From an optimization exercise on the open Yosys and OpenROAD flow, aimed at small area, a short achievable clock period and few clock cycles; shortcuts taken in it are not production practice. At most, simulation tests tie the RTL to the original design; equivalence was not proved. Only the layout flow was run in run 5; the RTL was not checked for function there. Power is estimated from default activity; no workload was simulated.

==> design.v <==
module CPU (
	input signed [15:0] Mem_Data ,
	input clk ,
	input rst ,  
	output reg halt ,  
	output reg [6:0] Mem_Address ,
	output reg rd , wr,
	output signed [15:0] Data_Out ,
	output reg fZ,
	output reg fO,
	output reg fN,
	output reg fC
	);
localparam K_NONE = 2'd0, K_INS = 2'd1, K_OPR = 2'd2;
localparam S_IDLE = 3'd0, S_WAIT = 3'd1, S_X = 3'd2, S_MD = 3'd3, S_ALN = 3'd5;
localparam OP_LOAD = 4'd1, OP_STORE = 4'd2, OP_ADD = 4'd3, OP_SUB = 4'd4,
           OP_MUL = 4'd5, OP_DIV = 4'd6, OP_BR = 4'd7, OP_BRZ = 4'd8, OP_HALT = 4'd15;
reg [15:0] AC;         
reg        tnz;        
reg        tpend;      
reg [4:0]  IR;         
reg [2:0]  st;         
reg [15:0] IB;         
reg        bv;         
reg        ipf;        
reg [1:0]  a_k;        
reg [1:0]  c_k;        
reg [6:0]  fpc;        
reg [16:0] X;          
reg [16:0] R;          
reg [3:0]  cnt;        
reg        neg;        
reg        dz;         
reg        dv;         
assign Data_Out = AC;
wire [15:0] W = Mem_Data;
wire a_ins = (a_k == K_INS);
wire a_opr = (a_k == K_OPR);
function [17:0] radd18;  
	input [17:0] a, b;
	input ci;
	integer i;
	reg c;
	begin
		c = ci;
		for (i = 0; i < 18; i = i + 1) begin
			radd18[i] = a[i] ^ b[i] ^ c;
			c = (a[i] & b[i]) | (c & (a[i] ^ b[i]));
		end
	end
endfunction
function [15:0] rneg16;  
	input [15:0] a;
	integer i;
	reg c;
	begin
		c = 1'b1;
		for (i = 0; i < 16; i = i + 1) begin
			rneg16[i] = ~a[i] ^ c;
			c = c & ~a[i];
		end
	end
endfunction
function [4:0] clz16;
	input [15:0] a;
	integer i;
	begin
		clz16 = 5'd16;
		for (i = 0; i < 16; i = i + 1)
			if (a[i]) clz16 = 5'd15 - i[4:0];
	end
endfunction
wire [3:0] ir_op = IR[4:1];
wire       ir_m  = IR[0];
wire       ir_md = (ir_op == OP_MUL) || (ir_op == OP_DIV);
wire       ir_div = (ir_op == OP_DIV);
wire       exec  = (st == S_X) || (st == S_WAIT && a_opr);
wire [15:0] B16 = ir_m ? W : {5'b0, X[10:0]};
wire [16:0] A17 = {ir_m & AC[15], AC};
wire [16:0] B17 = {ir_m & W[15], B16};
wire        alu_sub = (ir_op == OP_SUB);
wire [16:0] sum = A17 + (B17 ^ {17{alu_sub}}) + {16'd0, alu_sub};
wire [15:0] negv = rneg16((st == S_ALN) ? X[15:0] : AC);
wire [15:0] negAC = negv;
wire        dstep = dv;
wire        dsub = dstep & ~R[16];
wire [17:0] s0 = radd18({R[16], R}, ({X[16], X} & {18{AC[0] | dstep}}) ^ {18{dsub}}, dsub);
wire [16:0] rn = s0[16:0];
reg [16:0] acc;
reg [15:0] q;
reg [17:0] s18;
reg [17:0] t18;
reg        rsub;
integer j;
always @* begin
	acc = s0[17:1];
	q = {s0[0], AC[15:1]};
	for (j = 1; j < 4; j = j + 1) begin
		rsub = (j == 3) && (cnt[1:0] == 2'd0);
		t18 = q[0] ? {X[16], X} : 18'd0;
		s18 = radd18({acc[16], acc}, t18 ^ {18{rsub}}, rsub);
		acc = s18[17:1];
		q = {s18[0], q[15:1]};
	end
end
wire [15:0] xb = X[16] ? negv : X[15:0];
wire [4:0]  la = clz16(R[15:0]);
wire [4:0]  lb = clz16(xb);
wire [4:0]  dd = lb - la;
wire        qzero = (la > lb);         
wire [15:0] xal = xb << dd[3:0];
wire md_last = (st == S_MD) && (cnt == 4'd0);
wire aln_done = (st == S_ALN) && (dz || qzero);
wire hf = (exec && !ir_md) || md_last || aln_done;
wire hfree = (st == S_IDLE) || hf;
reg [15:0] AC_nx;
always @* begin
	AC_nx = AC;
	if (exec) begin
		case (ir_op)
			OP_LOAD: AC_nx = ir_m ? W : X[15:0];
			OP_ADD, OP_SUB: AC_nx = sum[15:0];
			OP_MUL: AC_nx = B16;
			OP_DIV: AC_nx = 16'd0;
			default: AC_nx = AC;
		endcase
	end else if (st == S_MD) begin
		if (!ir_div)
			AC_nx = q;
		else if (cnt == 4'd0 && neg)     
			AC_nx = rn[16] ? {negAC[14:0], 1'b0} : {~AC[14:0], 1'b1};
		else
			AC_nx = {AC[14:0], ~rn[16]};
	end else if (st == S_ALN)
		AC_nx = dz ? 16'hFFFF : AC;
end
wire ex_flags = exec && (ir_op == OP_ADD || ir_op == OP_SUB || ir_md);
wire fZ_nx = ((st == S_WAIT || st == S_X) && (ir_op == OP_ADD || ir_op == OP_SUB || ir_md)) ?
             (AC == 16'd0) : fZ;
wire [15:0] S = bv ? IB : W;
wire s_valid = bv || a_ins;
wire [3:0] s_op = S[15:12];
wire s_alu = (s_op == OP_LOAD) || (s_op == OP_ADD) || (s_op == OP_SUB) ||
             (s_op == OP_MUL) || (s_op == OP_DIV);
wire s_mem = s_alu && S[11];
wire s_store = (s_op == OP_STORE);
wire s_br = (s_op == OP_BR) || (s_op == OP_BRZ && fZ_nx);
wire s_halt = (s_op == OP_HALT);
wire s_nop = (s_op == 4'd0) || (s_op >= 4'd9 && s_op <= 4'd14);
wire s_free = (s_op == OP_BR) || (s_op == OP_BRZ) || s_nop;
wire start = s_valid && (hfree || s_free) && !halt;
wire yw = bv && a_ins;
wire yc = (c_k == K_INS);
wire [6:0] fpc1 = fpc - 7'd1;
wire [6:0] fpc2 = fpc - 7'd2;
wire [6:0] fpc_rw = fpc - {5'b0, yw} - {5'b0, yc};    
wire st_hit = s_store && ((yc && S[6:0] == fpc1) || (yw && S[6:0] == (yc ? fpc2 : fpc1)));
wire flush = start && (s_br || st_hit);
wire ovf = !start && yw && !halt;    
wire kill_c = flush || ovf;
wire [6:0] fbase = ovf ? fpc_rw : fpc;
wire [6:0] fbase1 = fbase + 7'd1;
wire [6:0] s_tgt1 = S[6:0] + 7'd1;
reg        bv_nx;
reg [2:0]  st_nx;
reg [4:0]  IR_nx;
reg [3:0]  cnt_nx;
always @* begin
	bv_nx = bv;
	if (start && bv) bv_nx = a_ins && !flush;
	else if (!start && !bv && a_ins && !halt) bv_nx = 1'b1;
	st_nx = st;
	IR_nx = IR;
	cnt_nx = cnt;
	if (exec && ir_md) begin
		st_nx = ir_div ? S_ALN : S_MD;
		cnt_nx = 4'd3;
	end else if (st == S_ALN) begin
		st_nx = (dz || qzero) ? S_IDLE : S_MD;
		cnt_nx = dd[3:0];
	end else if (md_last)
		st_nx = S_IDLE;
	else if (st == S_MD)
		cnt_nx = cnt - 4'd1;
	else if (hf)
		st_nx = S_IDLE;
	if (start && s_alu) begin
		st_nx = s_mem ? S_WAIT : S_X;
		IR_nx = S[15:11];
	end
end
wire [1:0] a_k_nx = (yc && kill_c) ? K_NONE : c_k;
wire halt_nx = halt || (start && s_halt);
wire fetch_ok = !halt_nx;
wire t_nz = tpend ? (R[15:0] != 16'd0) : tnz;
wire use_s = start && ((s_mem && !(bv && ipf)) || s_store || s_br);    
wire head_next = (st == S_MD && cnt == 4'd1) || (st == S_WAIT && c_k == K_OPR && !ir_md);
wire epf = bv && !ipf && !start && s_mem && head_next && !halt;
always @(posedge clk) begin
	if (rst) begin
		halt <= 1'b0;
		AC <= 16'd0;
		tnz <= 1'b0;
		tpend <= 1'b0;
		fZ <= 1'b0;
		fO <= 1'b0;
		fN <= 1'b0;
		fC <= 1'b0;
		st <= S_IDLE;
		bv <= 1'b0;
		ipf <= 1'b0;
		Mem_Address <= 7'd0;
		rd <= 1'b1;
		wr <= 1'b0;
		a_k <= K_NONE;
		c_k <= K_INS;
		fpc <= 7'd1;
	end else begin
		halt <= halt_nx;
		AC <= AC_nx;
		st <= st_nx;
		IR <= IR_nx;
		bv <= bv_nx;
		if (a_ins && ((start && bv && !flush) || (!start && !bv))) IB <= W;
		if (start && bv) ipf <= 1'b0;
		else if (epf) ipf <= 1'b1;
		cnt <= cnt_nx;
		a_k <= a_k_nx;
		if (ex_flags) begin
			fZ <= (AC == 16'd0);
			fN <= (ir_op == OP_ADD && ir_m) ? (fN | AC[15]) : AC[15];
		end
		if (exec && (ir_op == OP_ADD || ir_op == OP_SUB))
			fC <= sum[16];
		if (exec && ir_op == OP_MUL)
			fO <= fO | t_nz;
		if (exec && ir_md) begin
			if (ir_div) begin
				R <= {1'b0, (ir_m & AC[15]) ? negAC : AC};
				X <= {ir_m & W[15], B16};
			end else begin
				R <= 17'd0;
				X <= A17;
			end
			neg <= ir_m & (AC[15] ^ W[15]);
			dv <= ir_div;
			tnz <= t_nz;
			tpend <= 1'b0;
			dz <= (B16 == 16'd0);
		end else if (st == S_ALN) begin
			X <= {1'b0, xal};
		end else if (st == S_MD) begin
			if (ir_div) begin
				R <= rn;
				X <= {1'b0, 1'b0, X[15:1]};
			end else begin
				R <= acc;
				if (cnt[1:0] == 2'd0)
					tpend <= 1'b1;
			end
		end
		if (start && s_alu && !s_mem)
			X <= {1'b0, S};
		if (use_s) begin
			Mem_Address <= S[6:0];
			rd <= !s_store;
			wr <= s_store;
			c_k <= s_mem ? K_OPR : s_store ? K_NONE : K_INS;
			fpc <= s_br ? s_tgt1 : st_hit ? fpc_rw : fpc;
		end else if (epf) begin
			Mem_Address <= S[6:0];
			rd <= 1'b1;
			wr <= 1'b0;
			c_k <= K_OPR;
			fpc <= fbase;
		end else if (fetch_ok) begin
			Mem_Address <= fbase;
			rd <= 1'b1;
			wr <= 1'b0;
			c_k <= K_INS;
			fpc <= fbase1;
		end else begin
			rd <= 1'b0;
			wr <= 1'b0;
			c_k <= K_NONE;
			fpc <= fbase;
		end
	end
end
endmodule
==> flow/run.sh <==
#!/bin/bash
# Standard ORFS layout, with timing repair asked to reach a setup slack of
# 29.5 ns against the design's clock (the SDC is unchanged), and the ports
# buffered with buf_2 cells.
set -euo pipefail
bash standard.sh SETUP_SLACK_MARGIN=29.5 "BUFFER_PORTS_ARGS=-buffer_cell sky130_fd_sc_hd__buf_2" finish > flow_make.log 2>&1
==> standard.sh <==
#!/bin/bash
# synth_recipe.tcl (not shown) runs the flow's synth.tcl, then flattens the netlist and writes it again
# the make line also repeats each setting of config.mk as NAME=value (left out here)
make -C /OpenROAD-flow-scripts/flow DESIGN_CONFIG=/design/flow/config.mk WORK_HOME=/design/flow/orfs CLKGATE_MAP_FILE= SYNTH_SCRIPT=/design/flow/synth_recipe.tcl "${@:-finish}"
==> config.mk <==
export PLATFORM = sky130hd
export DESIGN_NAME = CPU
export DESIGN_NICKNAME = CPU
export VERILOG_FILES = /design/flow/design.v
export SDC_FILE = /design/flow/constraint.sdc
export NUM_CORES = 4
export LEC_CHECK = 0
export ABC_AREA = 1
export CAP_MARGIN = 20
export CORE_MARGIN = 2
export CORE_UTILIZATION = 40
export SLEW_MARGIN = 20
==> constraint.sdc <==
create_clock -name core_clock -period 40.0 [get_ports {clk}]
set_input_delay 8.0000 -clock core_clock [delete_from_list [all_inputs] [get_ports {clk}]]
set_output_delay 8.0000 -clock core_clock [all_outputs]
set_load 0.01 [all_outputs]
==> impl_summary.log, run 1 <==
[metrics] routability-driven placement congestion ratio: approximately 1
[metrics] kind of end point of the critical path: register
[metrics] hpwl dp: between 30000 and 40000 um
[metrics] part of the power in combinational logic: between 50% and 60%
[metrics] dominant cell by count in the synthesized netlist: sky130_fd_sc_hd__nand2_1
[metrics] number of buffers on the longest clock path: 2
[metrics] number of DRC markers in iteration 0: ~1100
[metrics] dominant combinational cell family by area after synthesis: simple AND/OR/NAND/NOR gates
[metrics] mux contribution to synthesized area: less than 1%
[metrics] Max H-tree Level: 3
[metrics] clock share of power: a little under a fifth
[metrics] total core area: approximately 30000 sq um
[metrics] Final ANT Viol Nets: 0
[metrics] leading register cell type out of synthesis: sky130_fd_sc_hd__edfxtp_1
[metrics] period utilisation layout: between 20% and 30%
[metrics] power density of the placed cells: between 30 and 40 nW/um^2
[metrics] synth top area cells: sky130_fd_sc_hd__edfxtp_1 15%, sky130_fd_sc_hd__nand2_1 14%, sky130_fd_sc_hd__fa_1 11%
[metrics] pin count of the biggest net entering global routing: between 50 and 60
[metrics] max-slew violations: 0
[metrics] number of buffer and inverter instances along the worst setup path: 7
[metrics] share of synthesized registers carrying an async set or reset: 0%
[metrics] clock insertion delay at the later pin of the skew report: around 0.38 ns
[metrics] final cell area excluding filler cells: between 10000 and 15000 sq um
[metrics] RSZ-0062 raised after global routing: true
[metrics] critical path depth in cells: 35
[metrics] layout filler cell count: between 3000 and 4000
[metrics] die boundary height: between 150 and 200 um
[metrics] crit-path leading delay family: adder cells
[metrics] DRC: 0
[metrics] Worst Hold Slack: around 0.46 ns
[metrics] Yosys top cell area share: ~15%
[metrics] Via Count: around 12000
[metrics] via/cell ratio: 5.64
[metrics] Peak VDD IR: approximately 30 uV
[metrics] DRT met1 WL: approximately 19000 um
[metrics] synthesized-area fraction occupied by xor and xnor cells: just over 5%
[metrics] most common library cells after synthesis: 460 x sky130_fd_sc_hd__nand2_1, 224 x sky130_fd_sc_hd__inv_1, 220 x sky130_fd_sc_hd__o21ai_0
[metrics] fmax: between 0.09 and 0.1 GHz
[metrics] final net count: about 1900
[metrics] topmost layer with routed signal wires: met4
[metrics] result of the run: complete, no violations
[metrics] global-route wire length before repair: 66900 um
[metrics] worst hold path cell count: 2
[metrics] length of routed met3 wiring: around 3400 um
[metrics] peak per-stage delay on the critical path: between 0.5 and 0.6 ns
[metrics] post-synthesis average cell area: 6.90 sq um
[metrics] proportion of power drawn by flip-flops and latches: 28.3%
[metrics] post-layout util: 43.8%
[metrics] root cell of the clock tree: sky130_fd_sc_hd__clkbuf_16
[metrics] Synth Cell Area: 12300 sq um
[metrics] synth-to-layout area growth: 8.69%
[metrics] Worst path most repeated cell: sky130_fd_sc_hd__fa_2
[metrics] final setup fails: 0
[metrics] critical path startpoint category: register
[metrics] average routed wire per standard cell: between 20 and 25 um
[metrics] gr usage total: between 20% and 30%
[metrics] clk_skew: roughly 0.012 ns
[metrics] number of max-capacitance violations reported: 0
[metrics] total of warnings raised by yosys: 1
[metrics] Synth Net Count: around 1900
[metrics] number of flops mapped to enable cells by yosys: 62
[metrics] area of all sequential standard cells: 2820 sq um
[metrics] total count of hold-check failures in the final report: 0
[metrics] number of clock sinks: 110
[metrics] Reg clk slew, reported paths: about 0.09 ns
[metrics] wirelength, routed: 44300 um
[metrics] post-synthesis simple-gate area fraction: 25.6%
[metrics] Crit Path Class: register to register
[metrics] largest driver fanout on the critical path: 4
[metrics] number of instances in the synthesized netlist: 1779
[metrics] Multi-input gate area: 8370 sq um
[metrics] CTS tree: done
[metrics] CP max-delay cell: sky130_fd_sc_hd__fa_2
[metrics] share of post-route cells with drive strength above 1: a little under an eighth
[metrics] post-synthesis share of cell area spent on full adders, half adders and majority gates: 15.7%
[metrics] required time at the worst-slack endpoint: roughly 40 ns
[metrics] metal2 WL: about 20000 um
[metrics] Num CTS Buffers: 9
[metrics] switch share: 46.6%
[metrics] Area after DPL: 12800 sq um
[metrics] Critical Path AT: about 10 ns
[metrics] Lkg Pwr: between 5 and 6 nW
[metrics] starting utilization of the core area: ~40%
[metrics] antenna diode count: 0
[metrics] actual slew at the worst max-slew pin: 1.17 ns
[metrics] post-synth top area cell: sky130_fd_sc_hd__edfxtp_1
[metrics] Rel. slew slack: approximately 22%
[metrics] Final Critical Period: between 10 and 15 ns
[metrics] P_sw: ~0.00024 W
[metrics] total die area: ~32000 sq um
[metrics] type of the tightest min-delay check: register to register
[metrics] number of global-route vias before repair: 11800
[metrics] flip-flop and latch count after synthesis: 110
[metrics] DIE WIDTH: 179 um
[metrics] initial antenna violation count: 0
[metrics] PortBufs: between 40 and 50
[metrics] I/O pin total: 48
[metrics] part of the Yosys area used for sequential elements: roughly 23%
[metrics] standard-cell rows: 64
[metrics] area fraction in compound gates after synthesis: about a fifth
[metrics] Synth cell types: between 60 and 70
[metrics] TNS Setup: 0 ns
[metrics] leftover overflow at the end of global routing: 0
[metrics] internal cell power: approximately 0.00027 W
[metrics] number of cells on the worst reg-to-reg path: 35
[metrics] TritonRoute pass-1 iters: 6
[worst paths after layout]
check	from	end	slack [ns]
setup reg to reg	dv	R[15]	29.66
setup / recovery	dv	R[15]	29.66
hold reg to reg	c_k[0]	a_k[0]	0.46
hold / removal	c_k[0]	a_k[0]	0.46
[registers in the layout, summed over array words and instances, names as in the netlist, 2 cells and up]
| signal | cells |
|---|---|
| Mem_Address | 7 |
| st | 3 |
| IR | 5 |
| cnt | 4 |
| IB | 16 |
| X | 17 |
| R | 17 |
| a_k | 2 |
| fpc | 7 |
| AC | 16 |
| c_k | 2 |
[worst reg2reg max path: cells and delay by family (launching register included)]
family / cells / cell delay [ns]
AND/OR/NAND/NOR: 3 / 0.23
flip-flops: 1 / 0.48
adder cells (fa/ha/maj): 22 / 8.40
buffers and inverters: 7 / 0.57
AO/OA/AOI/OAI: 3 / 0.41
[area by class of cell]
class | instances | area share, %
tap | 396 | 3.72
clock buffer | 9 | 1.69
sequential | 110 | 21.2
clock inverter | 7 | 0.535
multi-input combinational | 1355 | 62.7
inverter | 239 | 6.76
timing repair inverter | 1 | 0.0375
timing repair buffer | 75 | 3.34
[cells in the final DEF, fill, tap and decap left out, types with 7 or more instances in the layout]
cell | netlist | layout
sky130_fd_sc_hd__o21ai_2 | 5 | 7
sky130_fd_sc_hd__a31oi_1 | 16 | 16
sky130_fd_sc_hd__or2_2 | 9 | 9
sky130_fd_sc_hd__edfxtp_1 | 62 | 62
sky130_fd_sc_hd__mux2i_1 | 9 | 9
sky130_fd_sc_hd__a211oi_1 | 8 | 8
sky130_fd_sc_hd__inv_1 | 224 | 221
sky130_fd_sc_hd__xnor2_1 | 17 | 16
sky130_fd_sc_hd__buf_4 | 4 | 28
sky130_fd_sc_hd__o21ai_1 | 11 | 15
sky130_fd_sc_hd__o211ai_1 | 18 | 18
sky130_fd_sc_hd__xor2_1 | 52 | 52
sky130_fd_sc_hd__o21ai_0 | 220 | 214
sky130_fd_sc_hd__clkbuf_16 | 0 | 9
sky130_fd_sc_hd__dfxtp_1 | 48 | 47
sky130_fd_sc_hd__nor3_1 | 17 | 17
sky130_fd_sc_hd__a21oi_1 | 86 | 82
sky130_fd_sc_hd__nor2_1 | 122 | 118
sky130_fd_sc_hd__nand3_1 | 70 | 70
sky130_fd_sc_hd__nand2_2 | 15 | 15
sky130_fd_sc_hd__fa_2 | 0 | 41
sky130_fd_sc_hd__fa_1 | 67 | 26
sky130_fd_sc_hd__nand2_1 | 460 | 460
sky130_fd_sc_hd__buf_2 | 7 | 47
sky130_fd_sc_hd__nand4_1 | 20 | 20
sky130_fd_sc_hd__nor2_2 | 7 | 8
sky130_fd_sc_hd__ha_1 | 47 | 47
sky130_fd_sc_hd__inv_2 | 11 | 14
[stage by stage]
stage | setup slack, ns | std cells | total power [W]
final | 29.66 | 2192 | 0.000505
after CTS | 29.40 | 2190 | 0.000499
after floorplan | 29.51 | 1779 | 0.000324
after global routing | 29.37 | 2192 | 0.000541
after global placement | 28.85 | 2164 | 0.000399
after detailed placement | 28.71 | 2164 | 0.000401
[per-layer routing]
layer / vias up / GRT usage, %
met3: 118 / 3.86
met5: - / 0
met1: 5841 / 37.8
met2: 531 / 43.7
li1: 5877 / -
met4: 0 / 11.9
[power groups by stage]
stage	clock network, W	registers (W)	logic (W)
final	0.0000956	0.000143	0.000266
after global routing	0.000100	0.000144	0.000297
after CTS	0.0000959	0.000143	0.000261
after detailed placement	0	0.000145	0.000256
after global placement	0	0.000145	0.000254
after floorplan	0	0.000140	0.000184
[timing repair]
item	in CTS	in global routing
pin swaps	6	8
setup buffers	9	2
endpoints found under the hold margin	0	0
cloned	1	0
hold buffers	0	0
gates resized for setup	29	29
setup endpoints to repair	13	4
[kinds of logic (layout without fill, tap and decap cells)]
kind of cell	Yosys count	in the layout
compound gates	419	419
xor+xnor	71	71
mux	9	9
simple gates	742	742
buf+inv	314	331
fa+ha+maj	114	114
flops	110	110
Testbench counts, summed over its fixed seeds: cycles 85,193.
==> inputs of run 2 (changes only) <==
==> flow/run.sh (replaced) <==
#!/bin/bash
# Standard ORFS layout, with timing repair asked to reach a setup slack of
# 29.25 ns against the design's clock (the SDC is unchanged), and the ports
# buffered with buf_2 cells.
set -euo pipefail
bash standard.sh SETUP_SLACK_MARGIN=29.25 "BUFFER_PORTS_ARGS=-buffer_cell sky130_fd_sc_hd__buf_2" finish > flow_make.log 2>&1
==> impl_summary.log, run 2 <==
[metrics] leftover overflow at the end of global routing: 0 (unchanged)
[metrics] final net count: 1922 (-0.052%)
[metrics] via/cell ratio: 5.68 (+0.64%)
[metrics] Reg clk slew, reported paths: 0.08 ns (about the same)
[metrics] most common library cells after synthesis: 460 x sky130_fd_sc_hd__nand2_1, 224 x sky130_fd_sc_hd__inv_1, 220 x sky130_fd_sc_hd__o21ai_0
[metrics] most used cells in the layout excluding fill and tap cells: 460 x sky130_fd_sc_hd__nand2_1, 220 x sky130_fd_sc_hd__inv_1, 218 x sky130_fd_sc_hd__o21ai_0
[metrics] pin count of the biggest net entering global routing: 52 (unchanged)
[metrics] Max H-tree Level: 3 (unchanged)
[metrics] TritonRoute pass-1 iters: 6 (unchanged)
[metrics] Rel. slew slack: 27.5% (+5.5 points)
[metrics] total of warnings raised by yosys: 1 (unchanged)
[metrics] clock insertion delay at the later pin of the skew report: 0.38 ns (about the same)
[metrics] RSZ-0062 raised after global routing: false
[metrics] part of the Yosys area used for sequential elements: 23.0% (unchanged)
[metrics] standard-cell rows: 64 (unchanged)
[metrics] setup slack after layout: 29.59 ns (-0.0723 ns)
[metrics] DIE WIDTH: 179 um (unchanged)
[metrics] number of buffers on the longest clock path: 2 (unchanged)
[metrics] share of synthesized registers carrying an async set or reset: 0% (unchanged)
[metrics] number of clock sinks: 110 (unchanged)
[metrics] total core area: 30400 sq um (unchanged)
[metrics] result of the run: complete, no violations
[metrics] Yosys top cell area share: 15.2% (unchanged)
[metrics] TNS Setup: 0 ns (unchanged)
[metrics] post-synthesis average cell area: 6.90 sq um (unchanged)
[metrics] actual slew at the worst max-slew pin: 1.08 ns (-0.0846 ns)
[metrics] kind of end point of the critical path: register
[metrics] type of the tightest min-delay check: register to register
[metrics] gr usage total: 27.8% (+0.12 points)
[metrics] Synth cell types: 64 (unchanged)
[metrics] total die area: 32100 sq um (unchanged)
[metrics] DRC: 0 (unchanged)
[metrics] synth-to-layout area growth: 8.47%
[metrics] fmax: 0.0960 GHz (-0.69%)
[metrics] critical path startpoint category: input pin
[metrics] final setup fails: 0 (unchanged)
[metrics] number of instances in the synthesized netlist: 1779 (unchanged)
[metrics] root cell of the clock tree: sky130_fd_sc_hd__clkbuf_16
[metrics] PortBufs: 47 (unchanged)
[metrics] post-synthesis simple-gate area fraction: 25.6% (unchanged)
[metrics] dominant cell by count in the synthesized netlist: sky130_fd_sc_hd__nand2_1
[metrics] period utilisation layout: 26.0% (+0.18 points)
[metrics] die boundary height: 179 um (unchanged)
[metrics] number of flops mapped to enable cells by yosys: 62 (unchanged)
[metrics] flip-flop and latch count after synthesis: 110 (unchanged)
[metrics] routability-driven placement congestion ratio: 1.03 (+3.4%)
[metrics] Peak VDD IR: 22.3 uV (-25%)
[metrics] clk_skew: 0.0168 ns (+0.00503 ns)
[metrics] Via Count: 12400 (+0.60%)
[metrics] synthesized-area fraction occupied by xor and xnor cells: 5.19% (unchanged)
[metrics] Final ANT Viol Nets: 0 (unchanged)
[metrics] leading cell type in the layout, fill and taps excluded: sky130_fd_sc_hd__nand2_1
[metrics] largest driver fanout on the critical path: 4 (unchanged)
[metrics] hpwl dp: 33700 um (-1.9%)
[metrics] Synth Cell Area: 12300 sq um (unchanged)
[metrics] leading register cell type out of synthesis: sky130_fd_sc_hd__edfxtp_1
[metrics] CTS tree: done
[metrics] Crit Path Class: input pin to register
[metrics] overall power consumption: 0.000505 W (-0.16%)
[metrics] starting utilization of the core area: 40.3% (unchanged)
[metrics] I/O pin total: 48 (unchanged)
[metrics] post-synth top area cell: sky130_fd_sc_hd__edfxtp_1
[metrics] worst slack, placed: 28.66 ns (-0.0461 ns)
[metrics] cts hold-fix bufs: 0 (unchanged)
[metrics] average routed wire per standard cell: 19.9 um (-1.5%)
[metrics] antenna diode count: 0 (unchanged)
[metrics] global-route wire length before repair: 67700 um (+1.3%)
[metrics] Num CTS Buffers: 9 (unchanged)
[metrics] required time at the worst-slack endpoint: 40.26 ns (+0.13 ns)
[metrics] share of post-route cells with drive strength above 1: 11.3% (-0.72 points)
[metrics] number of global-route vias before repair: 11600 (-1.5%)
[metrics] power density of the placed cells: 37.9 nW/um^2 (about the same)
[metrics] wirelength, routed: 43600 um (-1.5%)
[metrics] total count of hold-check failures in the final report: 0 (unchanged)
[metrics] layout filler cell count: 3214 (-1.1%)
[metrics] Lkg Pwr: 5.97 nW (-0.32%)
[metrics] dominant combinational cell family by area after synthesis: simple AND/OR/NAND/NOR gates
[metrics] Final Critical Period: 10.41 ns (+0.0723 ns)
[metrics] synth top area cells: sky130_fd_sc_hd__edfxtp_1 15%, sky130_fd_sc_hd__nand2_1 14%, sky130_fd_sc_hd__fa_1 11%
[metrics] largest registers: R (17), X (17)
[metrics] max-slew violations: 0 (unchanged)
[metrics] mux contribution to synthesized area: 0.734% (unchanged)
[metrics] number of DRC markers in iteration 0: 1248 (+10%)
[metrics] number of max-capacitance violations reported: 0 (unchanged)
[metrics] Critical Path AT: 10.67 ns (+0.20 ns)
[metrics] Synth Net Count: 1911 (unchanged)
[metrics] initial antenna violation count: 0 (unchanged)
[metrics] area fraction in compound gates after synthesis: 19.7% (unchanged)
[metrics] post-synthesis share of cell area spent on full adders, half adders and majority gates: 15.7% (unchanged)
-- run 2: cell counts after synthesis --
Identical to the previous run, type by type.
-- run 2: where the power goes --
part	leakage [nW]	switching, W	total, W	internal [W]
Clock	0.140	0.0000488	0.0000980	0.0000492
Combinational	4.88	0.000170	0.000264	0.0000932
Sequential	0.956	0.0000121	0.000143	0.000131
-- run 2: cell families after synthesis --
logic type | count (synthesis)
AOI/OAI and AO/OA | 419
xor gates and xnor gates | 71
adders and majority gates | 114
buffers and inverters | 314
DFF | 110
muxes | 9
and+or+nand+nor | 742
-- run 2: worst max-delay path, stage by stage --
cell and delay, ns:
sky130_fd_sc_hd__buf_2 0.12, sky130_fd_sc_hd__inv_1 0.09, sky130_fd_sc_hd__nand2_1 0.12, sky130_fd_sc_hd__o21ai_0 0.29, sky130_fd_sc_hd__nand2_1 0.11, sky130_fd_sc_hd__nand2_1 0.15, sky130_fd_sc_hd__inv_1 0.08, sky130_fd_sc_hd__fa_1 0.43
sky130_fd_sc_hd__nand3_1 0.09, sky130_fd_sc_hd__nand2_1 0.12, sky130_fd_sc_hd__nand3_1 0.10, sky130_fd_sc_hd__nand3_1 0.12, sky130_fd_sc_hd__o21ai_0 0.16, sky130_fd_sc_hd__a21oi_1 0.06, sky130_fd_sc_hd__o21bai_1 0.18, sky130_fd_sc_hd__a22oi_1 0.33
sky130_fd_sc_hd__a31oi_1 0.12
-- run 2: cell type report --
cell class	count	area (sq um)	area share (%)
Multi-Input combinational cell	1355	8340	62.7
Clock inverter	6	68.8	0.517
Clock buffer	10	229	1.72
Inverter	239	905	6.80
Timing Repair inverter	1	5.00	0.0376
Timing Repair Buffer	74	438	3.29
Tap cell	396	495	3.72
Sequential cell	110	2820	21.2
-- run 2: final timing paths --
check / start / endpoint / slack, ns / cells after the start
hold reg to reg: fO / fO / 0.46 / 2
hold / removal: fO / fO / 0.46 / 2
setup / recovery: Mem_Data[0] / AC[12] / 29.59 / 17
setup reg to reg: dv / R[15] / 29.61 / 35
-- run 2: metal layers --
metal	global-route usage, %	vias up	part of all wire (%)
met3	4.58	96	8.4
met2	44.6	573	46
li1	-	5887	-
met5	0	-	0
met4	9.95	0	3.5
met1	37.7	5885	43
-- run 2: metrics by stage --
step | area [sq um] | hold WS [ns] | cells | utilization, %
global route | 13300 | 0.486 | 2191 | 43.7
detailed placement | 12800 | 0.447 | 2165 | 42.1
CTS | 13200 | 0.459 | 2189 | 43.4
floorplan | 12300 | 0.422 | 1779 | -
global placement | 12800 | 0.441 | 2165 | 42.1
finish | 13300 | 0.455 | 2191 | 43.7
-- run 2: repair_timing --
item / in CTS / in global routing
endpoints found under the setup margin: 3 / 3
pin swaps: 5 / 7
resized for setup: 18 / 29
setup buffers: 7 / 2
gates cloned: 1 / 0
endpoints found under the hold margin: 0 / 0
==> inputs of run 3 (changes only) <==
==> flow/run.sh (replaced) <==
#!/bin/bash
# Standard ORFS layout, with timing repair asked to reach a setup slack of
# 29.75 ns against the design's clock (the SDC is unchanged), and the ports
# buffered with buf_2 cells.
set -euo pipefail
bash standard.sh SETUP_SLACK_MARGIN=29.75 "BUFFER_PORTS_ARGS=-buffer_cell sky130_fd_sc_hd__buf_2" finish > flow_make.log 2>&1
==> impl_summary.log, run 3 <==
[metrics] Synth Net Count: 1911 (unchanged)
[metrics] part of the Yosys area used for sequential elements: 23.0% (unchanged)
[metrics] power density of the placed cells: 37.4 nW/um^2 (-1.2%)
[metrics] post-synthesis average cell area: 6.90 sq um (unchanged)
[metrics] total die area: 32100 sq um (unchanged)
[metrics] Peak VDD IR: 23.9 uV (+6.9%)
[metrics] post-synth top area cell: sky130_fd_sc_hd__edfxtp_1
[metrics] Multi-input gate area: 8450 sq um (+1.2%)
[metrics] dominant cell by count in the synthesized netlist: sky130_fd_sc_hd__nand2_1
[metrics] overall power consumption: 0.000505 W (about the same)
[metrics] fmax: 0.0981 GHz (+2.2%)
[metrics] cts hold-fix bufs: 0 (unchanged)
[metrics] layout filler cell count: 3165 (-1.5%)
[metrics] share of post-route cells with drive strength above 1: 13.2% (+1.9 points)
[metrics] Worst path most repeated cell: sky130_fd_sc_hd__fa_2
[metrics] starting utilization of the core area: 40.3% (unchanged)
[metrics] RSZ-0062 raised after global routing: true
[metrics] number of flops mapped to enable cells by yosys: 62 (unchanged)
[metrics] peak per-stage delay on the critical path: 0.52 ns (+0.09 ns)
[metrics] I/O pin total: 48 (unchanged)
[metrics] DRC: 0 (unchanged)
[metrics] global-route wire length before repair: 67000 um (-1.1%)
[metrics] die boundary height: 179 um (unchanged)
[metrics] Via Count: 12400 (-0.31%)
[metrics] standard-cell rows: 64 (unchanged)
[metrics] average routed wire per standard cell: 19.8 um (-0.61%)
[metrics] antenna diode count: 0 (unchanged)
[metrics] Lkg Pwr: 6.01 nW (+0.52%)
[metrics] gr usage total: 27.6% (-0.20 points)
[metrics] total of warnings raised by yosys: 1 (unchanged)
[metrics] kind of end point of the critical path: register
[metrics] leading cell type in the layout, fill and taps excluded: sky130_fd_sc_hd__nand2_1
[metrics] share of synthesized registers carrying an async set or reset: 0% (unchanged)
[metrics] routability-driven placement congestion ratio: 1.01 (-1.8%)
[metrics] critical path startpoint category: register
[metrics] area of all sequential standard cells: 2820 sq um (unchanged)
[metrics] largest registers: R (17), X (17)
[metrics] via/cell ratio: 5.64 (-0.59%)
[metrics] Crit Path Class: register to register
[metrics] required time at the worst-slack endpoint: 40.15 ns (-0.11 ns)
[metrics] number of global-route vias before repair: 11500 (-0.73%)
[metrics] Num CTS Buffers: 9 (unchanged)
[metrics] TNS Setup: 0 ns (unchanged)
[metrics] total count of hold-check failures in the final report: 0 (unchanged)
[metrics] number of max-capacitance violations reported: 0 (unchanged)
[metrics] DIE WIDTH: 179 um (unchanged)
[metrics] initial antenna violation count: 0 (unchanged)
[metrics] flip-flop and latch count after synthesis: 110 (unchanged)
[metrics] CTS tree: done
[metrics] Synth Cell Area: 12300 sq um (unchanged)
[metrics] clk_skew: 0.0175 ns (+0.000694 ns)
[metrics] Final ANT Viol Nets: 0 (unchanged)
[metrics] Reg clk slew, reported paths: 0.09 ns (about the same)
[metrics] leading register cell type out of synthesis: sky130_fd_sc_hd__edfxtp_1
[metrics] most used cells in the layout excluding fill and tap cells: 458 x sky130_fd_sc_hd__nand2_1, 220 x sky130_fd_sc_hd__inv_1, 211 x sky130_fd_sc_hd__o21ai_0
[metrics] wirelength, routed: 43400 um (-0.34%)
[metrics] most common library cells after synthesis: 460 x sky130_fd_sc_hd__nand2_1, 224 x sky130_fd_sc_hd__inv_1, 220 x sky130_fd_sc_hd__o21ai_0
[metrics] synth-to-layout area growth: 9.87%
[metrics] hpwl dp: 33600 um (-0.21%)
[metrics] pin count of the biggest net entering global routing: 52 (unchanged)
[metrics] final net count: 1928 (+0.31%)
[metrics] number of DRC markers in iteration 0: 1438 (+15%)
[metrics] total core area: 30400 sq um (unchanged)
[metrics] clock insertion delay at the later pin of the skew report: 0.39 ns (about the same)
[metrics] final setup fails: 0 (unchanged)
[metrics] number of buffers on the longest clock path: 2 (unchanged)
[metrics] number of instances in the synthesized netlist: 1779 (unchanged)
[metrics] actual slew at the worst max-slew pin: 1.06 ns (-0.0204 ns)
[metrics] PortBufs: 47 (unchanged)
[metrics] Max H-tree Level: 3 (unchanged)
[metrics] CP max-delay cell: sky130_fd_sc_hd__fa_2
[metrics] post-layout util: 44.3% (+0.56 points)
[metrics] Rel. slew slack: 29.0% (+1.4 points)
[metrics] synth top area cells: sky130_fd_sc_hd__edfxtp_1 15%, sky130_fd_sc_hd__nand2_1 14%, sky130_fd_sc_hd__fa_1 11%
[metrics] period utilisation layout: 25.5% (-0.56 points)
[metrics] number of clock sinks: 110 (unchanged)
[metrics] Synth cell types: 64 (unchanged)
[metrics] TritonRoute pass-1 iters: 8 (+2)
[metrics] Final Critical Period: 10.19 ns (-0.224 ns)
[metrics] Yosys top cell area share: 15.2% (unchanged)
[metrics] largest driver fanout on the critical path: 4 (unchanged)
[metrics] Critical Path AT: 10.34 ns (-0.33 ns)
[metrics] max-slew violations: 0 (unchanged)
[metrics] leftover overflow at the end of global routing: 0 (unchanged)
[metrics] result of the run: complete, no violations
[metrics] type of the tightest min-delay check: register to register
[metrics] root cell of the clock tree: sky130_fd_sc_hd__clkbuf_16
## run 3: cell types whose count changed in the layout (fill, tap and decap cells not counted), sizes merged
cell / before / now
buf: 74 / 80
clkinv: 3 / 5
bufinv: 1 / 0
clkbuf: 10 / 9
## run 3: kinds of logic after synthesis
| logic type | share of synthesized area [%] |
|---|---|
| buffers and inverters | 10.1 |
| xor gates and xnor gates | 5.19 |
| muxes | 0.734 |
| DFF | 23.0 |
| AOI/OAI and AO/OA | 19.7 |
| and+or+nand+nor | 25.6 |
| adders and majority gates | 15.7 |
## run 3: critical path: cells and delay by family, from the launching register on
family                   cells  cell delay (ns)
buffers and inverters        7             0.59
AND/OR/NAND/NOR              3             0.21
flip-flops                   1             0.44
AO/OA/AOI/OAI                3             0.38
adder cells (fa/ha/maj)     22             8.32
## run 3: final timing paths
kind	from	to	slack, ns	depth (start not counted)
worst max register to register	dv	R[15]	29.81	35
worst max-delay path	dv	R[15]	29.81	35
worst min register to register	fO	fO	0.45	2
worst min-delay path	fO	fO	0.45	2
## run 3: report_power, final
part	leakage (nW)	switching [W]	internal (W)
Combinational	4.91	0.000172	0.0000956
Clock	0.136	0.0000505	0.0000438
Sequential	0.956	0.0000125	0.000131
Total	6.01	0.000235	0.000270
## run 3: cell type report
type,instances,share of cell area (%)
multi-input cells,1355,62.7
flip-flops and latches,110,20.9
inverters,239,6.71
repair buffers,80,3.82
well taps,396,3.68
clock buffers,9,1.67
clock inverters,7,0.473
repair inverters,1,0.0371
## run 3: metrics by stage
stage,cell area (sq um),instances,setup WS (ns),hold WS (ns)
5_1_grt,13500,2197,29.48,0.493
4_1_cts,13300,2191,29.71,0.452
3_3_place_gp,12800,2164,29.00,0.437
2_1_floorplan,12300,1779,29.62,0.422
3_5_place_dp,12800,2164,28.85,0.438
6_report,13500,2197,29.81,0.452
## run 3: metal layers
| metal | vias to the layer above | routed length [um] | part of all wire [%] | track usage, % |
|---|---|---|---|---|
| met3 | 92 | 3590 | 8.3 | 3.99 |
| met4 | 0 | 1370 | 3.2 | 8.97 |
| met1 | 5834 | 18600 | 43 | 38.0 |
| li1 | 5899 | - | - | - |
| met2 | 577 | 19900 | 46 | 44.4 |
| met5 | - | 0 | 0 | 0 |
## run 3: repair_timing
action | CTS | global route
gates resized for setup | 42 | 36
hold endpoints to repair | 0 | 0
gates cloned | 1 | 0
pin swaps | 8 | 9
buffers inserted | 10 | 5
setup endpoints to repair | 28 | 28
==> inputs of run 4 (changes only) <==
--- a/design.v
+++ b/design.v
@@ -77,6 +77,7 @@
 wire       exec  = (st == S_X) || (st == S_WAIT && a_opr);
 wire [15:0] B16 = ir_m ? W : {5'b0, X[10:0]};
 wire [16:0] A17 = {ir_m & AC[15], AC};
+wire        mzero = (AC == 16'd0) || (B16 == 16'd0);
 wire [16:0] B17 = {ir_m & W[15], B16};
 wire        alu_sub = (ir_op == OP_SUB);
 wire [16:0] sum = A17 + (B17 ^ {17{alu_sub}}) + {16'd0, alu_sub};
@@ -120,7 +121,7 @@
 		case (ir_op)
 			OP_LOAD: AC_nx = ir_m ? W : X[15:0];
 			OP_ADD, OP_SUB: AC_nx = sum[15:0];
-			OP_MUL: AC_nx = B16;
+			OP_MUL: AC_nx = mzero ? 16'd0 : B16;
 			OP_DIV: AC_nx = 16'd0;
 			default: AC_nx = AC;
 		endcase
@@ -174,7 +175,7 @@
 	cnt_nx = cnt;
 	if (exec && ir_md) begin
 		st_nx = ir_div ? S_ALN : S_MD;
-		cnt_nx = 4'd3;
+		cnt_nx = (!ir_div && mzero) ? 4'd0 : 4'd3;
 	end else if (st == S_ALN) begin
 		st_nx = (dz || qzero) ? S_IDLE : S_MD;
 		cnt_nx = dd[3:0];
@@ -240,7 +241,7 @@
 				X <= {ir_m & W[15], B16};
 			end else begin
 				R <= 17'd0;
-				X <= A17;
+				X <= mzero ? 17'd0 : A17;
 			end
 			neg <= ir_m & (AC[15] ^ W[15]);
 			dv <= ir_div;
==> impl_summary.log, run 4 <==
[metrics] number of flops mapped to enable cells by yosys: 62 (unchanged)
[metrics] Worst path most repeated cell: sky130_fd_sc_hd__fa_2
[metrics] clk_skew: 0.0123 ns (-0.00520 ns)
[metrics] critical path startpoint category: register
[metrics] overall power consumption: 0.000506 W (+0.21%)
[metrics] flip-flop and latch count after synthesis: 110 (unchanged)
[metrics] DIE WIDTH: 180 um (+0.71%)
[metrics] Num CTS Buffers: 9 (unchanged)
[metrics] largest driver fanout on the critical path: 5 (+1)
[metrics] wirelength, routed: 44200 um (+1.9%)
[metrics] Yosys top cell area share: 15.0% (-0.22 points)
[metrics] PortBufs: 47 (unchanged)
[metrics] max-slew violations: 0 (unchanged)
[metrics] cts hold-fix bufs: 0 (unchanged)
[metrics] number of DRC markers in iteration 0: 1266 (-12%)
[metrics] number of buffers on the longest clock path: 2 (unchanged)
[metrics] Synth cell types: 57 (-11%)
[metrics] result of the run: complete, no violations
[metrics] starting utilization of the core area: 40.7% (+0.37 points)
[metrics] Final ANT Viol Nets: 0 (unchanged)
[metrics] TritonRoute pass-1 iters: 5 (-3)
[metrics] global-route wire length before repair: 67900 um (+1.4%)
[metrics] Via Count: 12600 (+1.7%)
[metrics] CTS tree: done
[metrics] DRC: 0 (unchanged)
[metrics] Rel. slew slack: 32.6% (+3.6 points)
[metrics] number of global-route vias before repair: 11600 (+0.63%)
[metrics] power density of the placed cells: 37.4 nW/um^2 (-0.21%)
[metrics] number of instances in the synthesized netlist: 1813 (+1.9%)
[metrics] fmax: 0.0978 GHz (-0.35%)
[metrics] Synth Cell Area: 12400 sq um (+1.5%)
[metrics] post-synth top area cell: sky130_fd_sc_hd__edfxtp_1
[metrics] TNS Setup: 0 ns (unchanged)
[metrics] I/O pin total: 48 (unchanged)
[metrics] number of max-capacitance violations reported: 0 (unchanged)
[metrics] hpwl dp: 34300 um (+2.1%)
[metrics] number of cells on the worst reg-to-reg path: 33 (-5.7%)
[metrics] Synth Net Count: 1945 (+1.8%)
[metrics] start point of the worst min-delay path: fO
[metrics] post-placement cell count: 2191 (+1.2%)
[metrics] part of the Yosys area used for sequential elements: 22.7% (-0.33 points)
[metrics] synth-to-layout area growth: 8.74%
[metrics] peak per-stage delay on the critical path: 0.57 ns (+0.05 ns)
[metrics] total count of hold-check failures in the final report: 0 (unchanged)
[metrics] required time at the worst-slack endpoint: 40.10 ns (-0.05 ns)
[metrics] source of the worst register-to-register timing path: R[16]
[metrics] initial antenna violation count: 0 (unchanged)
[metrics] clock insertion delay at the later pin of the skew report: 0.38 ns (about the same)
[metrics] CP max-delay cell: sky130_fd_sc_hd__fa_2
[metrics] most common library cells after synthesis: 468 x sky130_fd_sc_hd__nand2_1, 220 x sky130_fd_sc_hd__inv_1, 212 x sky130_fd_sc_hd__o21ai_0
[metrics] dominant cell by count in the synthesized netlist: sky130_fd_sc_hd__nand2_1
[metrics] root cell of the clock tree: sky130_fd_sc_hd__clkbuf_16
[metrics] actual slew at the worst max-slew pin: 1.01 ns (-0.0535 ns)
[metrics] RSZ-0062 raised after global routing: true
[metrics] reg-to-reg endpoint: R[15]
[metrics] leading register cell type out of synthesis: sky130_fd_sc_hd__edfxtp_1
[metrics] routability-driven placement congestion ratio: 0.978 (-3.1%)
[metrics] share of post-route cells with drive strength above 1: 12.1% (-1.0 points)
[metrics] leading cell type in the layout, fill and taps excluded: sky130_fd_sc_hd__nand2_1
[metrics] total of warnings raised by yosys: 1 (unchanged)
[metrics] antenna diode count: 0 (unchanged)
[metrics] via/cell ratio: 5.68 (+0.68%)
[metrics] total core area: 30600 sq um (+0.53%)
[metrics] Lkg Pwr: 6.06 nW (+0.86%)
[metrics] type of the tightest min-delay check: register to register
[metrics] worst reg-to-reg setup slack: 29.77 ns (-0.04 ns)
[metrics] share of synthesized registers carrying an async set or reset: 0% (unchanged)
[metrics] kind of end point of the critical path: register
[metrics] post-synthesis average cell area: 6.87 sq um (-0.44%)
[metrics] post-route insts no fill: 2219 (+1.0%)
[metrics] largest registers: R (17), X (17)
[metrics] Critical Path AT: 10.33 ns (about the same)
[metrics] average routed wire per standard cell: 19.9 um (+0.89%)
[metrics] Worst Hold Slack: 0.450 ns (-0.00184 ns)
[metrics] final net count: 1950 (+1.1%)
[metrics] standard-cell rows: 64 (unchanged)
[metrics] Peak VDD IR: 28.0 uV (+17%)
[metrics] total die area: 32500 sq um (+1.4%)
[metrics] worst hold path cell count: 2 (unchanged)
[metrics] period utilisation layout: 25.6% (+0.090 points)
[metrics] Final Critical Period: 10.23 ns (+0.0358 ns)
[metrics] number of clock sinks: 110 (unchanged)
[metrics] pin count of the biggest net entering global routing: 51 (-1.9%)
[metrics] final setup fails: 0 (unchanged)
[metrics] leftover overflow at the end of global routing: 0 (unchanged)
[metrics] Reg clk slew, reported paths: 0.09 ns (about the same)
[metrics] Crit Path Class: register to register
[metrics] synth top area cells: sky130_fd_sc_hd__edfxtp_1 15%, sky130_fd_sc_hd__nand2_1 14%, sky130_fd_sc_hd__fa_1 11%
[metrics] most used cells in the layout excluding fill and tap cells: 466 x sky130_fd_sc_hd__nand2_1, 216 x sky130_fd_sc_hd__inv_1, 204 x sky130_fd_sc_hd__o21ai_0
[metrics] terminating pin of the worst hold path: fO
[metrics] gr usage total: 26.7% (-0.87 points)
[metrics] die boundary height: 180 um (+0.71%)
[metrics] Max H-tree Level: 3 (unchanged)
-- run 4: per-layer routing --
metal,track usage (%),vias up,part of all wire (%)
li1,-,5998,-
met1,37.3,5905,43
met2,41.5,603,44
met5,0,-,0
met4,10.0,0,3.7
met3,4.30,105,8.8
-- run 4: critical path: cells and delay by family, from the launching register on --
kind | cells | cell delay (ns)
adders and majority gates | 22 | 8.45
DFF | 1 | 0.45
buffers and inverters | 6 | 0.44
and+or+nand+nor | 2 | 0.32
AOI/OAI and AO/OA | 3 | 0.31
-- run 4: cell type report --
cell class                 instances  area, sq um
clock buffer                       9          225
clock inverter                     7         87.6
fill                            3232        17100
inverter                         238          898
multi-input combinational       1388         8580
sequential                       110         2830
tap                              396          495
timing repair buffer              71          427
-- run 4: metrics by stage --
stage	instance area, sq um	setup slack [ns]	utilization, %
after floorplan	12500	29.60	-
after global placement	12900	29.13	42.3
after detailed placement	12900	28.82	42.3
after CTS	13400	29.56	43.7
after global routing	13500	29.49	44.3
final	13500	29.77	44.3
-- run 4: report_power, final --
part,internal [W],switching [W]
registers,0.000130,0.0000112
clock network,0.0000502,0.0000491
logic,0.0000924,0.000173
total,0.000273,0.000233
-- run 4: logic make-up after synthesis --
group | after synthesis | share of synthesized area [%]
compound gates | 445 | 20.2
xor+xnor | 69 | 4.85
fa+ha+maj | 114 | 15.5
buf+inv | 316 | 10.1
flops | 110 | 22.7
mux | 8 | 0.643
simple gates | 751 | 26.0
-- run 4: worst max-delay path by stage --
stage / to / cells past startpoint / from
floorplan: R[15] / 36 / AC[0]
global placement: R[15] / 32 / AC[0]
detailed placement: R[15] / 32 / AC[0]
CTS: R[15] / 33 / R[16]
global route: R[15] / 35 / dv
finish: R[15] / 33 / R[16]
-- run 4: repair_timing --
item	CTS	global route
gates resized for setup	31	42
endpoints found under the setup margin	21	52
pin swaps	5	6
buffers inserted	6	4
gates cloned	0	1
Testbench counts of run 4, summed over its fixed seeds: cycles 83,683.
==> inputs of run 5 (changes only) <==
--- a/design.v
+++ b/design.v
@@ -31,6 +31,7 @@
 reg [3:0]  cnt;        
 reg        neg;        
 reg        dz;         
+reg        d1;         
 reg        dv;         
 assign Data_Out = AC;
 wire [15:0] W = Mem_Data;
@@ -78,6 +79,8 @@
 wire [15:0] B16 = ir_m ? W : {5'b0, X[10:0]};
 wire [16:0] A17 = {ir_m & AC[15], AC};
 wire        mzero = (AC == 16'd0) || (B16 == 16'd0);
+wire        bone = (B16 == 16'd1);
+wire        bmone = ir_m && (B16 == 16'hFFFF);
 wire [16:0] B17 = {ir_m & W[15], B16};
 wire        alu_sub = (ir_op == OP_SUB);
 wire [16:0] sum = A17 + (B17 ^ {17{alu_sub}}) + {16'd0, alu_sub};
@@ -111,7 +114,7 @@
 wire        qzero = (la > lb);         
 wire [15:0] xal = xb << dd[3:0];
 wire md_last = (st == S_MD) && (cnt == 4'd0);
-wire aln_done = (st == S_ALN) && (dz || qzero);
+wire aln_done = (st == S_ALN) && (dz || qzero || d1);
 wire hf = (exec && !ir_md) || md_last || aln_done;
 wire hfree = (st == S_IDLE) || hf;
 reg [15:0] AC_nx;
@@ -122,7 +125,7 @@
 			OP_LOAD: AC_nx = ir_m ? W : X[15:0];
 			OP_ADD, OP_SUB: AC_nx = sum[15:0];
 			OP_MUL: AC_nx = mzero ? 16'd0 : B16;
-			OP_DIV: AC_nx = 16'd0;
+			OP_DIV: AC_nx = bmone ? negAC : bone ? AC : 16'd0;
 			default: AC_nx = AC;
 		endcase
 	end else if (st == S_MD) begin
@@ -177,7 +180,7 @@
 		st_nx = ir_div ? S_ALN : S_MD;
 		cnt_nx = (!ir_div && mzero) ? 4'd0 : 4'd3;
 	end else if (st == S_ALN) begin
-		st_nx = (dz || qzero) ? S_IDLE : S_MD;
+		st_nx = (dz || qzero || d1) ? S_IDLE : S_MD;
 		cnt_nx = dd[3:0];
 	end else if (md_last)
 		st_nx = S_IDLE;
@@ -248,6 +251,7 @@
 			tnz <= t_nz;
 			tpend <= 1'b0;
 			dz <= (B16 == 16'd0);
+			d1 <= bone || bmone;
 		end else if (st == S_ALN) begin
 			X <= {1'b0, xal};
 		end else if (st == S_MD) begin
==> impl_summary.log, run 5 <==
[metrics] Worst Hold Slack: 0.450 ns (+0.000250 ns)
[metrics] Rel. slew slack: 38.8% (+6.2 points)
[metrics] gr usage total: 27.8% (+1.1 points)
[metrics] source of the worst register-to-register timing path: dv
[metrics] Synth cell types: 61 (+7.0%)
[metrics] most common library cells after synthesis: 492 x sky130_fd_sc_hd__nand2_1, 224 x sky130_fd_sc_hd__inv_1, 206 x sky130_fd_sc_hd__o21ai_0
[metrics] layout filler cell count: 3217 (-0.46%)
[metrics] I/O pin total: 48 (unchanged)
[metrics] total count of hold-check failures in the final report: 0 (unchanged)
[metrics] final net count: 1992 (+2.2%)
[metrics] leading cell type in the layout, fill and taps excluded: sky130_fd_sc_hd__nand2_1
[metrics] peak per-stage delay on the critical path: 0.57 ns (about the same)
[metrics] met3 GRT Util: 4.03% (-0.27 points)
[metrics] Crit Path Class: register to register
[metrics] period utilisation layout: 25.9% (+0.37 points)
[metrics] dominant cell by count in the synthesized netlist: sky130_fd_sc_hd__nand2_1
[metrics] via/cell ratio: 5.69 (+0.20%)
[metrics] synth top area cells: sky130_fd_sc_hd__edfxtp_1 15%, sky130_fd_sc_hd__nand2_1 15%, sky130_fd_sc_hd__fa_1 11%
[metrics] Yosys top cell area share: 15.0% (about the same)
[metrics] result of the run: complete, no violations
[metrics] type of the tightest min-delay check: register to register
[metrics] worst setup path startpoint: dv
[metrics] number of global-route vias before repair: 12100 (+4.3%)
[metrics] leading register cell type out of synthesis: sky130_fd_sc_hd__edfxtp_1
[metrics] CP max-delay cell: sky130_fd_sc_hd__fa_2
[metrics] average routed wire per standard cell: 20.1 um (+0.91%)
[metrics] reg-to-reg endpoint: R[15]
[metrics] post-synth top area cell: sky130_fd_sc_hd__edfxtp_1
[metrics] Final ANT Viol Nets: 0 (unchanged)
[metrics] Multi-input gate area: 8770 sq um (+2.2%)
[metrics] mux contribution to synthesized area: 0.712% (+0.069 points)
[metrics] largest driver fanout on the critical path: 3 (-2)
[metrics] part of the Yosys area used for sequential elements: 22.6% (-0.11 points)
[metrics] leftover overflow at the end of global routing: 0 (unchanged)
[metrics] wirelength, routed: 45600 um (+3.1%)
[metrics] post-synthesis simple-gate area fraction: 26.8% (+0.72 points)
[metrics] number of cells on the worst reg-to-reg path: 35 (+6.1%)
[metrics] TNS Setup: 0 ns (unchanged)
[metrics] post-synthesis share of cell area spent on full adders, half adders and majority gates: 15.3% (-0.24 points)
[metrics] routability-driven placement congestion ratio: 1.03 (+5.0%)
[metrics] kind of end point of the critical path: register
[metrics] area of all sequential standard cells: 2860 sq um (+1.1%)
[metrics] largest registers: R (17), X (17)
[metrics] met1 track demand over resource in global routing: 39.5% (+2.2 points)
[metrics] synth-to-layout area growth: 9.75%
[metrics] met2 Usage GRT: 43.7% (+2.2 points)
[metrics] standard-cell rows: 65 (+1.6%)
[metrics] worst reg-to-reg setup slack: 29.63 ns (-0.15 ns)
[metrics] starting utilization of the core area: 40.4% (-0.31 points)
[metrics] number of flops mapped to enable cells by yosys: 63 (+1.6%)
[metrics] number of instances in the synthesized netlist: 1848 (+1.9%)
[metrics] clk_skew: 0.0146 ns (+0.00226 ns)
[metrics] number of max-capacitance violations reported: 0 (unchanged)
[metrics] Num CTS Buffers: 9 (unchanged)
[metrics] area fraction in compound gates after synthesis: 20.3% (+0.16 points)
[metrics] share of synthesized registers carrying an async set or reset: 0% (unchanged)
[metrics] TritonRoute pass-1 iters: 6 (+1)
[metrics] number of DRC markers in iteration 0: 1457 (+15%)
[metrics] Synth Net Count: 1980 (+1.8%)
[metrics] clock insertion delay at the later pin of the skew report: 0.38 ns (about the same)
[metrics] antenna diode count: 0 (unchanged)
[metrics] DIE WIDTH: 182 um (+0.77%)
[metrics] number of buffers on the longest clock path: 2 (unchanged)
[metrics] fmax: 0.0964 GHz (-1.4%)
[metrics] Max H-tree Level: 3 (unchanged)
[metrics] flip-flop and latch count after synthesis: 111 (+0.91%)
[metrics] share of post-route cells with drive strength above 1: 13.6% (+1.5 points)
[metrics] total die area: 33000 sq um (+1.5%)
[metrics] Critical Path AT: 10.50 ns (+0.17 ns)
[metrics] RSZ-0062 raised after global routing: true
[metrics] post-layout util: 44.3% (+0.067 points)
[metrics] max-slew violations: 0 (unchanged)
[metrics] Via Count: 12900 (+2.4%)
[metrics] required time at the worst-slack endpoint: 40.13 ns (+0.03 ns)
[metrics] global-route wire length before repair: 70500 um (+3.8%)
[metrics] hpwl dp: 35200 um (+2.7%)
[metrics] total core area: 31300 sq um (+2.4%)
[metrics] cts hold-fix bufs: 0 (unchanged)
[metrics] final setup fails: 0 (unchanged)
[metrics] pin count of the biggest net entering global routing: 52 (+2.0%)
[metrics] critical path endpoint: R[15]
[metrics] root cell of the clock tree: sky130_fd_sc_hd__clkbuf_16
[metrics] actual slew at the worst max-slew pin: 0.916 ns (-0.0926 ns)
[metrics] Synth Cell Area: 12600 sq um (+1.6%)
[metrics] total of warnings raised by yosys: 1 (unchanged)
[metrics] initial antenna violation count: 1 (+1)
[metrics] PortBufs: 47 (unchanged)
[metrics] critical path startpoint category: register
[metrics] post-synthesis average cell area: 6.84 sq um (-0.35%)
[metrics] dominant combinational cell family by area after synthesis: simple AND/OR/NAND/NOR gates
[metrics] most used cells in the layout excluding fill and tap cells: 491 x sky130_fd_sc_hd__nand2_1, 217 x sky130_fd_sc_hd__inv_1, 199 x sky130_fd_sc_hd__o21ai_0
[metrics] Final Critical Period: 10.37 ns (+0.150 ns)
[metrics] Reg clk slew, reported paths: 0.08 ns (about the same)
[metrics] DRC: 0 (unchanged)
[metrics] synthesized-area fraction occupied by xor and xnor cells: 4.36% (-0.49 points)
[metrics] Lkg Pwr: 6.06 nW (about the same)
[metrics] power density of the placed cells: 37.3 nW/um^2 (-0.26%)
[metrics] die boundary height: 182 um (+0.77%)
[metrics] most utilized layer in the global route result: met2
[metrics] number of clock sinks: 111 (+0.91%)
[metrics] CTS tree: done
[metrics] Worst path most repeated cell: sky130_fd_sc_hd__fa_2
[metrics] Peak VDD IR: 29.2 uV (+4.4%)
## run 5: per-stage QoR
step	setup slack, ns	cell area, sq um	instances	power, W
floorplan	29.66	12700	1848	0.000331
global placement	29.04	13300	2236	0.000408
detailed placement	28.93	13300	2236	0.000410
CTS	29.57	13700	2263	0.000510
global route	29.31	13900	2267	0.000555
finish	29.63	13900	2267	0.000517
## run 5: per-layer routing
| layer | routed length, um | up-vias |
|---|---|---|
| li1 | - | 6126 |
| met1 | 19700 | 6074 |
| met2 | 20300 | 623 |
| met3 | 4330 | 86 |
| met4 | 1240 | 0 |
| met5 | 0 | - |
## run 5: repair_timing
item / 4_1_cts / 5_1_grt
gates resized for setup: 30 / 30
buffers inserted: 11 / 3
gates cloned: 0 / 0
endpoints found under the setup margin: 24 / 38
pin swaps: 14 / 7
## run 5: layout make-up
type	instances	area share [%]
Multi-Input combinational cell	1415	63.2
Sequential cell	111	20.6
Inverter	242	6.58
Timing Repair Buffer	81	3.86
Tap cell	402	3.62
Clock buffer	9	1.62
Clock inverter	7	0.541
## run 5: critical path, delay by kind of cell, from the launching register on
kind                       cells  cell delay, ns
DFF                            1            0.47
adders and majority gates     22            8.48
buffers and inverters          7            0.50
and+or+nand+nor                3            0.27
AOI/OAI and AO/OA              3            0.41
## run 5: power breakdown
part | total (W) | internal [W] | switching [W]
Sequential | 0.000142 | 0.000132 | 0.0000105
Combinational | 0.000278 | 0.0000954 | 0.000182
Clock | 0.0000971 | 0.0000448 | 0.0000523
Total | 0.000517 | 0.000272 | 0.000245
## run 5: how the worst min path moves through the flow
stage / startpoint / cells after the start / end / slack [ns]
after floorplan: c_k[0] / 2 / a_k[0] / 0.42
after global placement: Mem_Address[6] / 2 / Mem_Address[6] / 0.44
after detailed placement: fO / 2 / fO / 0.44
after CTS: fO / 2 / fO / 0.46
after global routing: Mem_Address[2] / 2 / Mem_Address[2] / 0.48
final: fO / 2 / fO / 0.45
## run 5: logic make-up (layout without fill, tap and decap cells)
logic type	count (synthesis)	in the layout
flops	111	111
mux	9	9
compound gates	448	448
buf+inv	322	339
xor+xnor	63	63
simple gates	781	781
fa+ha+maj	114	114
==> inputs of run 6 (changes only) <==
--- a/design.v
+++ b/design.v
@@ -31,7 +31,6 @@
 reg [3:0]  cnt;        
 reg        neg;        
 reg        dz;         
-reg        d1;         
 reg        dv;         
 assign Data_Out = AC;
 wire [15:0] W = Mem_Data;
@@ -79,8 +78,6 @@
 wire [15:0] B16 = ir_m ? W : {5'b0, X[10:0]};
 wire [16:0] A17 = {ir_m & AC[15], AC};
 wire        mzero = (AC == 16'd0) || (B16 == 16'd0);
-wire        bone = (B16 == 16'd1);
-wire        bmone = ir_m && (B16 == 16'hFFFF);
 wire [16:0] B17 = {ir_m & W[15], B16};
 wire        alu_sub = (ir_op == OP_SUB);
 wire [16:0] sum = A17 + (B17 ^ {17{alu_sub}}) + {16'd0, alu_sub};
@@ -114,7 +111,8 @@
 wire        qzero = (la > lb);         
 wire [15:0] xal = xb << dd[3:0];
 wire md_last = (st == S_MD) && (cnt == 4'd0);
-wire aln_done = (st == S_ALN) && (dz || qzero || d1);
+wire xone = !X[16] && (X[15:0] == 16'd1);    
+wire aln_done = (st == S_ALN) && (dz || qzero || xone);
 wire hf = (exec && !ir_md) || md_last || aln_done;
 wire hfree = (st == S_IDLE) || hf;
 reg [15:0] AC_nx;
@@ -125,7 +123,7 @@
 			OP_LOAD: AC_nx = ir_m ? W : X[15:0];
 			OP_ADD, OP_SUB: AC_nx = sum[15:0];
 			OP_MUL: AC_nx = mzero ? 16'd0 : B16;
-			OP_DIV: AC_nx = bmone ? negAC : bone ? AC : 16'd0;
+			OP_DIV: AC_nx = AC;
 			default: AC_nx = AC;
 		endcase
 	end else if (st == S_MD) begin
@@ -136,7 +134,7 @@
 		else
 			AC_nx = {AC[14:0], ~rn[16]};
 	end else if (st == S_ALN)
-		AC_nx = dz ? 16'hFFFF : AC;
+		AC_nx = dz ? 16'hFFFF : xone ? AC : 16'd0;
 end
 wire ex_flags = exec && (ir_op == OP_ADD || ir_op == OP_SUB || ir_md);
 wire fZ_nx = ((st == S_WAIT || st == S_X) && (ir_op == OP_ADD || ir_op == OP_SUB || ir_md)) ?
@@ -180,7 +178,7 @@
 		st_nx = ir_div ? S_ALN : S_MD;
 		cnt_nx = (!ir_div && mzero) ? 4'd0 : 4'd3;
 	end else if (st == S_ALN) begin
-		st_nx = (dz || qzero || d1) ? S_IDLE : S_MD;
+		st_nx = (dz || qzero || xone) ? S_IDLE : S_MD;
 		cnt_nx = dd[3:0];
 	end else if (md_last)
 		st_nx = S_IDLE;
@@ -251,7 +249,6 @@
 			tnz <= t_nz;
 			tpend <= 1'b0;
 			dz <= (B16 == 16'd0);
-			d1 <= bone || bmone;
 		end else if (st == S_ALN) begin
 			X <= {1'b0, xal};
 		end else if (st == S_MD) begin
==> impl_summary.log, run 6 <==
[metrics] clock insertion delay at the later pin of the skew report: 0.40 ns (+0.02 ns)
[metrics] global-route wire length before repair: 66500 um (-5.7%)
[metrics] leading cell type in the layout, fill and taps excluded: sky130_fd_sc_hd__nand2_1
[metrics] CTS tree: done
[metrics] antenna diode count: 0 (unchanged)
[metrics] type of the tightest min-delay check: register to register
[metrics] total count of hold-check failures in the final report: 0 (unchanged)
[metrics] number of flops mapped to enable cells by yosys: 62 (-1.6%)
[metrics] max-slew violations: 0 (unchanged)
[metrics] initial antenna violation count: 0 (-1)
[metrics] starting utilization of the core area: 40.4% (about the same)
[metrics] source of the worst register-to-register timing path: dv
[metrics] dominant cell by count in the synthesized netlist: sky130_fd_sc_hd__nand2_1
[metrics] number of global-route vias before repair: 11600 (-4.3%)
[metrics] routability-driven placement congestion ratio: 0.963 (-6.1%)
[metrics] peak per-stage delay on the critical path: 0.56 ns (about the same)
[metrics] die boundary height: 179 um (-1.4%)
[metrics] Num CTS Buffers: 9 (unchanged)
[metrics] RSZ-0062 raised after global routing: true
[metrics] worst reg-to-reg setup slack: 29.75 ns (+0.12 ns)
[metrics] Peak VDD IR: 23.6 uV (-19%)
[metrics] number of buffer and inverter instances along the worst setup path: 11 (+4)
[metrics] Lkg Pwr: 5.97 nW (-1.4%)
[metrics] Via Count: 12600 (-2.1%)
[metrics] I/O pin total: 48 (unchanged)
[metrics] final net count: 1958 (-1.7%)
[metrics] result of the run: complete, no violations
[metrics] synth-to-layout area growth: 10.6%
[metrics] share of synthesized registers carrying an async set or reset: 0% (unchanged)
[metrics] post-synthesis average cell area: 6.76 sq um (-1.2%)
[metrics] power density of the placed cells: 31.9 nW/um^2 (-14%)
[metrics] Critical Path AT: 10.39 ns (-0.11 ns)
[metrics] CP max-delay cell: sky130_fd_sc_hd__fa_1
[metrics] period utilisation layout: 25.6% (-0.30 points)
==> run 6: worst max-delay path by stage <==
stage          depth (start not counted)  start  slack (ns)     to
2_1_floorplan                         35  AC[0]       29.43  R[15]
5_1_grt                               37     dv       29.44  R[15]
3_3_place_gp                          34  R[16]       28.93  R[15]
3_5_place_dp                          35     dv       28.83  R[15]
4_1_cts                               36     dv       29.56  R[15]
6_report                              38     dv       29.75  R[15]
==> run 6: logic make-up (layout without fill, tap and decap cells) <==
group                    count (synthesis)  count (layout)  share of synthesized area, %
flip-flops                             110             110                          23.0
multiplexers                             8               8                         0.652
XOR/XNOR                                72              72                          5.13
AO/OA/AOI/OAI                          436             436                          20.1
adder cells (fa/ha/maj)                114             114                          15.7
AND/OR/NAND/NOR                        751             751                          25.2
buffers and inverters                  326             340                          10.2
==> run 6: layout make-up <==
class	instances	area (sq um)	area share [%]
Inverter	240	906	6.67
Clock buffer	9	225	1.66
Multi-Input combinational cell	1381	8500	62.6
Sequential cell	110	2820	20.8
Tap cell	396	495	3.65
Timing Repair Buffer	84	537	3.95
Clock inverter	7	96.3	0.709
==> run 6: stage by stage <==
stage | power [W] | instances | setup WS [ns] | hold WS (ns) | util (%)
after floorplan | 0.000272 | 1817 | 29.43 | 0.422 | -
after CTS | 0.000425 | 2214 | 29.56 | 0.454 | 43.7
after global routing | 0.000462 | 2227 | 29.44 | 0.475 | 44.7
after detailed placement | 0.000323 | 2193 | 28.83 | 0.438 | 42.2
final | 0.000434 | 2227 | 29.75 | 0.452 | 44.7
after global placement | 0.000322 | 2193 | 28.93 | 0.439 | 42.2
==> run 6: power by group <==
part	switching (W)	internal, W
sequential	0.00000925	0.000128
combinational	0.000127	0.0000672
clock	0.0000559	0.0000464
total	0.000192	0.000241
==> run 6: worst register-to-register path, delay by kind of cell, from the launching register on <==
kind	cells	cell delay [ns]
flops	1	0.48
simple gates	3	0.18
buf+inv	11	0.76
compound gates	3	0.43
fa+ha+maj	21	8.14
==> run 6: routing by layer <==
layer / vias up / GRT usage, % / wire [um]
met5: - / 0 / 0
li1: 5974 / - / -
met4: 0 / 10.4 / 1780
met2: 627 / 42.9 / 19400
met1: 5923 / 37.0 / 18500
met3: 110 / 6.04 / 4310
==> run 6: repair_timing <==
action,in CTS,in global routing
setup buffers,5,13
pin swaps,5,37
setup endpoints to repair,22,45
resized for setup,41,72
hold buffers,0,0
gates cloned,0,0
Testbench counts of run 6, summed over its fixed seeds: cycles 82,332.

Check on run 6: ideal ports give 29.747 ns setup slack; a clkbuf_16 on the clock port and buf_2 on the inputs give 29.747 ns; moving port delays by the midpoint clock arrival (0.432 ns) as well gives 29.491 ns.
